Background: an optimization exercise with open tools, aiming at small area. Do not read the settings as production practice. In this exercise RTL edits were held to simulation tests only and were not proved equivalent to the original. Power and IR drop assume default switching activity.

Design OpdDemodulator, start of the top module:
module OpdDemodulator (
    input logic clk,
    input logic reset,
    input logic tick_i,
    input logic signed [23:0] ref_i,   
    input logic signed [23:0] sig_i,   
    output logic signed [23:0] x_o,
    output logic signed [23:0] y_o,
    output logic signed [31:0] phi_o,
    output logic signed [24:0] r_o,
    output logic done_o
);
For scale: about 160 I/O pins, roughly 75,000 µm² of cells after synthesis.
clock: 15.0 ns
lec_check: 0
cap_margin: 20
core_margin: 2
core_utilization: 60
cts_buf_list: sky130_fd_sc_hd__clkbuf_16
cts_cluster_diameter: 60
cts_cluster_size: 30
place_density: 0.7
slew_margin: 20
cts_args: -sink_clustering_enable -repair_clock_nets -sink_clustering_size 30 -sink_clustering_max_diameter 60 -buf_list sky130_fd_sc_hd__clkbuf_16 -dont_use_dummy_load
buffer_ports_args: -buffer_cell sky130_fd_sc_hd__buf_1
standard.sh (not shown) runs the stock make flow with config.mk's settings and CLKGATE_MAP_FILE= SYNTH_SCRIPT=/design/flow/synth_recipe.tcl, a recipe that flattens the netlist after the stock synthesis.
==> flow/flow/run.sh <==
#!/bin/bash
# Own layout flow: the standard layout (standard.sh, standard synthesis included) with two
# changes to how the layout is made:
#  - the clock tree is built without dummy balancing loads (CTS -dont_use_dummy_load), with the
#    same sink clustering and buffer list as config.mk asks for;
#  - the port buffers that the standard flow puts on every input and output are buf_1 cells.
# make's full output goes to standard.log here; ORFS keeps each step's log under orfs/logs.
set -euo pipefail
cd "$(dirname "$0")/.."
cat >> config.mk <<'EOT'
export CTS_ARGS = -sink_clustering_enable -repair_clock_nets -sink_clustering_size 30 -sink_clustering_max_diameter 60 -buf_list sky130_fd_sc_hd__clkbuf_16 -dont_use_dummy_load
export BUFFER_PORTS_ARGS = -buffer_cell sky130_fd_sc_hd__buf_1
EOT
bash standard.sh finish > standard.log 2>&1
The baseline produced a clean layout.
Next try:
==> flow/run.sh (new file) <==
#!/bin/bash
# synth_recipe.tcl (not shown) runs the flow's synth.tcl, then flattens the netlist and writes it again
# the make line also repeats each setting of config.mk as NAME=value (left out here)
make -C /OpenROAD-flow-scripts/flow DESIGN_CONFIG=/design/flow/config.mk WORK_HOME=/design/flow/orfs CLKGATE_MAP_FILE= SYNTH_SCRIPT=/design/flow/synth_recipe.tcl finish
==> flow/config.mk (replaced) <==
export PLATFORM = sky130hd
export DESIGN_NAME = OpdDemodulator
export DESIGN_NICKNAME = OpdDemodulator
export VERILOG_FILES = /design/flow/design.v
export SDC_FILE = /design/flow/constraint.sdc
export NUM_CORES = 4
export LEC_CHECK = 0
export CAP_MARGIN = 20
export CORE_MARGIN = 2
export CORE_UTILIZATION = 45
export CTS_BUF_LIST = sky130_fd_sc_hd__clkbuf_16
export CTS_CLUSTER_DIAMETER = 60
export CTS_CLUSTER_SIZE = 30
export PLACE_DENSITY = 0.6
export SLEW_MARGIN = 20
removed: flow/flow/run.sh
removed: flow/standard.sh
Sequential power is about the same.
Combinational power came out higher by 11%.
Global-route usage came out lower by 5.8 points.
Fmax came out lower by 0.65%.
Critical path depth is unchanged.
Next try:
==> flow/flow/run.sh (new file) <==
#!/bin/bash
# Own layout flow: the standard layout (standard.sh, standard synthesis included) with two
# changes to how the layout is made:
#  - the clock tree is built without dummy balancing loads (CTS -dont_use_dummy_load), with the
#    same sink clustering and buffer list as config.mk asks for;
#  - the port buffers that the standard flow puts on every input and output are buf_1 cells.
# make's full output goes to standard.log here; ORFS keeps each step's log under orfs/logs.
set -euo pipefail
cd "$(dirname "$0")/.."
cat >> config.mk <<'EOT'
export CTS_ARGS = -sink_clustering_enable -repair_clock_nets -sink_clustering_size 20 -sink_clustering_max_diameter 50 -buf_list sky130_fd_sc_hd__clkbuf_8 -dont_use_dummy_load
export BUFFER_PORTS_ARGS = -buffer_cell sky130_fd_sc_hd__buf_1
EOT
bash standard.sh finish > standard.log 2>&1
==> flow/standard.sh (new file) <==
#!/bin/bash
# synth_recipe.tcl (not shown) runs the flow's synth.tcl, then flattens the netlist and writes it again
# the make line also repeats each setting of config.mk as NAME=value (left out here)
make -C /OpenROAD-flow-scripts/flow DESIGN_CONFIG=/design/flow/config.mk WORK_HOME=/design/flow/orfs CLKGATE_MAP_FILE= SYNTH_SCRIPT=/design/flow/synth_recipe.tcl "${@:-finish}"
==> flow/config.mk (replaced) <==
export PLATFORM = sky130hd
export DESIGN_NAME = OpdDemodulator
export DESIGN_NICKNAME = OpdDemodulator
export VERILOG_FILES = /design/flow/design.v
export SDC_FILE = /design/flow/constraint.sdc
export NUM_CORES = 4
export LEC_CHECK = 0
export CAP_MARGIN = 20
export CORE_MARGIN = 2
export CORE_UTILIZATION = 60
export CTS_BUF_LIST = sky130_fd_sc_hd__clkbuf_8
export CTS_CLUSTER_DIAMETER = 50
export CTS_CLUSTER_SIZE = 20
export PLACE_DENSITY = 0.7
export SLEW_MARGIN = 20
export CTS_ARGS = -sink_clustering_enable -repair_clock_nets -sink_clustering_size 20 -sink_clustering_max_diameter 50 -buf_list sky130_fd_sc_hd__clkbuf_8 -dont_use_dummy_load
export BUFFER_PORTS_ARGS = -buffer_cell sky130_fd_sc_hd__buf_1
removed: flow/run.sh
- power went down by about 11%
- final cell count went down by 8.0%
- hold slack got worse by 0.044 ns

Another version of the RTL of OpdDemodulator (not shown whole).
Size: roughly 6000 cells after synthesis, roughly 2900 flip-flops.
clock: 15.0 ns
lec_check: 0
abc_area: 1
cap_margin: 20
core_margin: 2
core_utilization: 60
cts_buf_list: sky130_fd_sc_hd__clkbuf_8
cts_cluster_diameter: 45
cts_cluster_size: 18
place_density: 0.7
slew_margin: 20
cts_args: -sink_clustering_enable -repair_clock_nets -sink_clustering_size 18 -sink_clustering_max_diameter 45 -buf_list sky130_fd_sc_hd__clkbuf_8 -dont_use_dummy_load
buffer_ports_args: -buffer_cell sky130_fd_sc_hd__buf_1
==> flow/flow/run.sh <==
#!/bin/bash
# Own layout flow: the standard layout (standard.sh, standard synthesis included) with two
# changes to how the layout is made:
#  - the clock tree is built without dummy balancing loads (CTS -dont_use_dummy_load), with the
#    same sink clustering and buffer list as config.mk asks for;
#  - the port buffers that the standard flow puts on every input and output are buf_1 cells.
# make's full output goes to standard.log here; ORFS keeps each step's log under orfs/logs.
set -euo pipefail
cd "$(dirname "$0")/.."
cat >> config.mk <<'EOT'
export CTS_ARGS = -sink_clustering_enable -repair_clock_nets -sink_clustering_size 18 -sink_clustering_max_diameter 45 -buf_list sky130_fd_sc_hd__clkbuf_8 -dont_use_dummy_load
export BUFFER_PORTS_ARGS = -buffer_cell sky130_fd_sc_hd__buf_1
EOT
bash standard.sh finish > standard.log 2>&1
The first run passed the timing, design-rule and antenna checks.
Change:
--- a/flow/config.mk
+++ b/flow/config.mk
@@ -8 +7,0 @@
-export ABC_AREA = 1
@@ -11 +10 @@
-export CORE_UTILIZATION = 60
+export CORE_UTILIZATION = 70
@@ -15 +14 @@
-export PLACE_DENSITY = 0.7
+export PLACE_DENSITY = 0.8
=> The changed run passed the timing, design-rule and antenna checks; fmax is lower by about 2.5%; non-clock buffer count is higher by 26; clock power is about the same; design area came out higher by 0.31%; core utilization came out higher by 10 points; final cell count goes down by about 12%; setup slack got worse by 0.37 ns; critical path depth is lower by 6; first-iteration DRC count is lower by 11%; routed wire length is higher by 2.3%; power went down by about 2%.

[separate check: timing with driven ports]
No port has a modelled driver above. Below, the same layouts with a new extraction and two added sets of constraints. Step 1, drivers: a clkbuf_16 drives clk and a buf_2 each remaining input, both assumed. Step 2, shift: input delay + t, output delay - t, t = (earliest + latest rising clock arrival at the registers) / 2. This alone moves slack from input paths to output paths. a / b / c = ideal ports / drivers / drivers and shift; a / b = the first two.
run	t, ns	slack for setup (ns)	hold WS [ns]	worst data-port slew with drivers (ns)	cell pins on the clock port's net
the first run of note 1	0.835	0.556 / 0.556 / 0.556	0.256 / 0.256 / 0.256	0.08	1
the second run of note 1	0.871	0.462 / 0.462 / 0.462	0.289 / 0.289 / 0.289	0.08	1
the third run of note 1	0.972	0.601 / 0.601 / 0.601	0.245 / 0.245 / 0.245	0.08	1
the first run of note 2	0.948	0.780 / 0.780 / 0.780	0.273 / 0.273 / 0.273	0.07	1
the second run of note 2	0.960	0.412 / 0.412 / 0.412	0.287 / 0.287 / 0.287	0.08	1
After both steps setup and hold are still met in every run listed.
